This design comes from an exercise in tuning for small area on the open sky130 flow, not from production work. Function was checked by simulation only, so behaviour that the tests miss may differ from the original. The clock port is modelled as an ideal driver, which makes a skipped or thinned clock tree look cheaper than it is; a real chip needs a root buffer or a tree. Power and IR drop assume default switching activity.

job 101:
// topmodule
module topmodule(
    input CLK100MHZ,
    input CPU_RESETN,
    input [1:0]SW,
    input BTNL, BTNR,
    output CA, CB, CC, CD, CE, CF, CG, DP,
    output [7:0]AN,
    output [7:0]LED
);
For scale: about 390 cells after synthesis, ~30 I/O pins.
==> module ac_debounce, before the edit <==
module ac_debounce(
    input clk, input rst, input in_btn, output pulse
);
    logic d1, d2, outb, p1, p2, flag;
    logic [4:0] lf;
    wire edg = d1 ^ d2;
    wire last = ~lf[3] & ~lf[2] & ~lf[1] & ~lf[0];
    always_ff @(posedge clk) begin
        p2 <= p1;        
        lf <= edg ? 5'b00001 : {lf[3:0], lf[4] ^ lf[2]};
        if (rst) begin
            d1 <= 1'b0; d2 <= 1'b1; outb <= 1'b0; p1 <= 1'b0; flag <= 1'b0;
        end else begin
            d1 <= in_btn;
            d2 <= d1;
            outb <= flag ? d2 : outb;
            p1 <= outb;
            flag <= ~edg & (flag | last);
        end
    end
    assign pulse = p1 & ~p2;
endmodule
clock: 10.0 ns
lec_check: 0
cap_margin: 20
core_margin: 2
core_utilization: 60
place_density: 0.95
slew_margin: 20
standard.sh (not shown) runs the stock make flow with config.mk's settings and CLKGATE_MAP_FILE= SYNTH_SCRIPT=/design/flow/synth_recipe.tcl, a recipe that flattens the netlist after the stock synthesis.
==> flow/flow/run.sh <==
#!/bin/bash
# Own layout flow: the standard flow, with these changes.
#  1. After the standard synthesis (bash standard.sh synth, unchanged), the
#     combinational logic between the flip-flops is re-mapped by ABC with an
#     area-oriented script (deepsyn + area mapping), 24 seeds, keeping the
#     smallest result. Flip-flop instances, their names and cell types stay
#     exactly as the standard synthesis made them (flow/reabc.ys).
#  2. Port buffers are the smallest buffer (buf_1) instead of clkdlybuf4s50_1.
#  3. Clock buffering by hand instead of TritonCTS (flow/mycts_hook.tcl, run
#     as the CTS step's PRE_CTS_TCL hook): the clock port drives a few clock
#     buffers directly, each driving one k-means cluster of flip-flops.
# Each tool's output goes to a log file of its own in the work folder.
set -euo pipefail
W=$(pwd)
R=$W/orfs/results/${FLOW_PLATFORM}/topmodule/base
LIB=$FLOW_HOME/platforms/sky130hd/lib/sky130_fd_sc_hd__tt_025C_1v80.lib

bash standard.sh synth > $W/log_1_synth.txt 2>&1

cp $R/1_2_yosys.v $W/synth_standard.v
DU=$(sed -n '/^export DONT_USE_CELLS/,/^$/p' $FLOW_HOME/platforms/sky130hd/config.mk \
     | grep -oE 'sky130_fd_sc_hd__[a-z0-9_]+' | sort -u | sed 's/^/-dont_use /' | tr '\n' ' ')
run_seed() {
  local s=$1
  sed -e "s#SEED#$s#" $W/flow/abc_area.script > $W/abc_area_$s.script
  sed -e "s#@LIB@#$LIB#g" -e "s#@DU@#$DU#g" -e "s#@IN@#$W/synth_standard.v#g" \
      -e "s#@OUT@#$W/synth_reabc_$s.v#g" -e "s#@SCRIPT@#$W/abc_area_$s.script#g" \
      $W/flow/reabc.ys > $W/reabc_$s.ys
  yosys -s $W/reabc_$s.ys > $W/log_reabc_$s.txt 2>&1 || true
}
SEEDS=$(seq 1 24)
for b in 0 1 2 3 4 5; do
  for i in 1 2 3 4; do run_seed $((b * 4 + i)) & done
  wait
done
best=""; besta=""
for s in $SEEDS; do
  f=$W/synth_reabc_$s.v.stat_after.txt
  [[ -s $W/synth_reabc_$s.v && -s $f ]] || { echo "seed $s: failed" >> $W/log_reabc_pick.txt; continue; }
  a=$(grep 'Chip area for module' $f | awk '{print $NF}')
  echo "seed $s: $a" >> $W/log_reabc_pick.txt
  if [[ -z "$best" ]] || awk -v a="$a" -v b="$besta" 'BEGIN{exit !(a < b)}'; then best=$s; besta=$a; fi
done
if [[ -n "$best" ]]; then
  echo "picked seed $best ($besta)" >> $W/log_reabc_pick.txt
  cp $W/synth_reabc_$best.v $R/1_2_yosys.v
  rm -f $R/1_synth.odb $R/1_synth.sdc
else
  echo "no re-mapped netlist; keeping the standard one" >> $W/log_reabc_pick.txt
fi

bash standard.sh \
    BUFFER_PORTS_ARGS="-buffer_cell sky130_fd_sc_hd__buf_1" \
    PRE_CTS_TCL="$W/flow/mycts_hook.tcl" \
    finish > $W/log_2_layout.txt 2>&1
Other scripts of this flow, unchanged in this note and not shown: flow/flow/abc_area.script, flow/flow/mycts.tcl, flow/flow/mycts_hook.tcl, flow/flow/reabc.ys
Job 101 completed; timing, DRC and antenna clean
> inputs changed (job 101 -> job 102)
--- a/flow/design.v
+++ b/flow/design.v
@@ -45,13 +45,14 @@
     input clk, input rst, input in_btn, output pulse
 );
-    logic d1, d2, outb, p1, p2, flag;
+    logic d1, d2, outb, p1, p2;
     logic [4:0] lf;
-    wire edg = d1 ^ d2;
-    wire last = ~lf[3] & ~lf[2] & ~lf[1] & ~lf[0];
+    wire edg  = d1 ^ d2;
+    wire z4   = ~lf[3] & ~lf[2] & ~lf[1] & ~lf[0];     
+    wire flag = z4 & ~lf[4];                            
     always_ff @(posedge clk) begin
         p2 <= p1;        
-        lf <= edg ? 5'b00001 : {lf[3:0], lf[4] ^ lf[2]};
+        lf <= (edg | rst) ? 5'b00001 : {lf[3:0], (lf[4] ^ lf[2]) & ~z4};
         if (rst) begin
-            d1 <= 1'b0; d2 <= 1'b1; outb <= 1'b0; p1 <= 1'b0; flag <= 1'b0;
+            d1 <= 1'b0; d2 <= 1'b1; outb <= 1'b0; p1 <= 1'b0;
         end else begin
             d1 <= in_btn;
@@ -59,5 +60,4 @@
             outb <= flag ? d2 : outb;
             p1 <= outb;
-            flag <= ~edg & (flag | last);
         end
     end
==> comparison <==
Job 101 consumes less power than job 102. Compared with job 101, in job 102 die span in y went down about 0.64%; critical path depth went down 2. Between job 101 and job 102, final worst-path cycle share decreased. Going from job 101 to job 102, starting density of the core shrank by 0.44 points, global-route wire length before repair shrank by about 3%, synthesized area shrank by about 1.3%. Sequential cell area share in job 102 is 0.65 points lower than in job 101. | area occupied by registers | job 102 vs job 101 | 2.7% lower |. [job 102 vs job 101] number of optimization iterations in the first detailed-route pass: higher in job 102. Higher headroom to the max-slew limit among job 102 and job 101: job 101. Summary of job 102 over job 101: total die area lower; fmax shows an increase of 5.9%.
No run of this note takes its clock network from TritonCTS; it comes from the design's own scripts or RTL.

-- what the ideal ports hide --
How much do the figures lean on ideal ports? The routed layouts below were timed once more, with nothing changed but the port constraints. Step 1 (the two cells are an assumption about what drives the block):
set clk [get_ports {CLK100MHZ}]
set_driving_cell -lib_cell sky130_fd_sc_hd__clkbuf_16 $clk
set_driving_cell -lib_cell sky130_fd_sc_hd__buf_2 [delete_from_list [all_inputs] $clk]
Step 2 moves the port delays by t, midway between the first and last clock arrival at a register: inputs arrive t later, outputs are due t later. That takes back most of the time a late clock gives input paths. Slacks: no drivers / after step 1 / after step 2; pairs: no drivers / after step 1.
run | shift t [ns] | setup WS [ns] | pins driven straight from the clock port
job 101 | 0.216 | 1.499 / 1.468 / 1.468 | 4
job 102 | 0.209 | 1.972 / 1.941 / 1.941 | 4
After both steps every run listed still meets setup and hold.
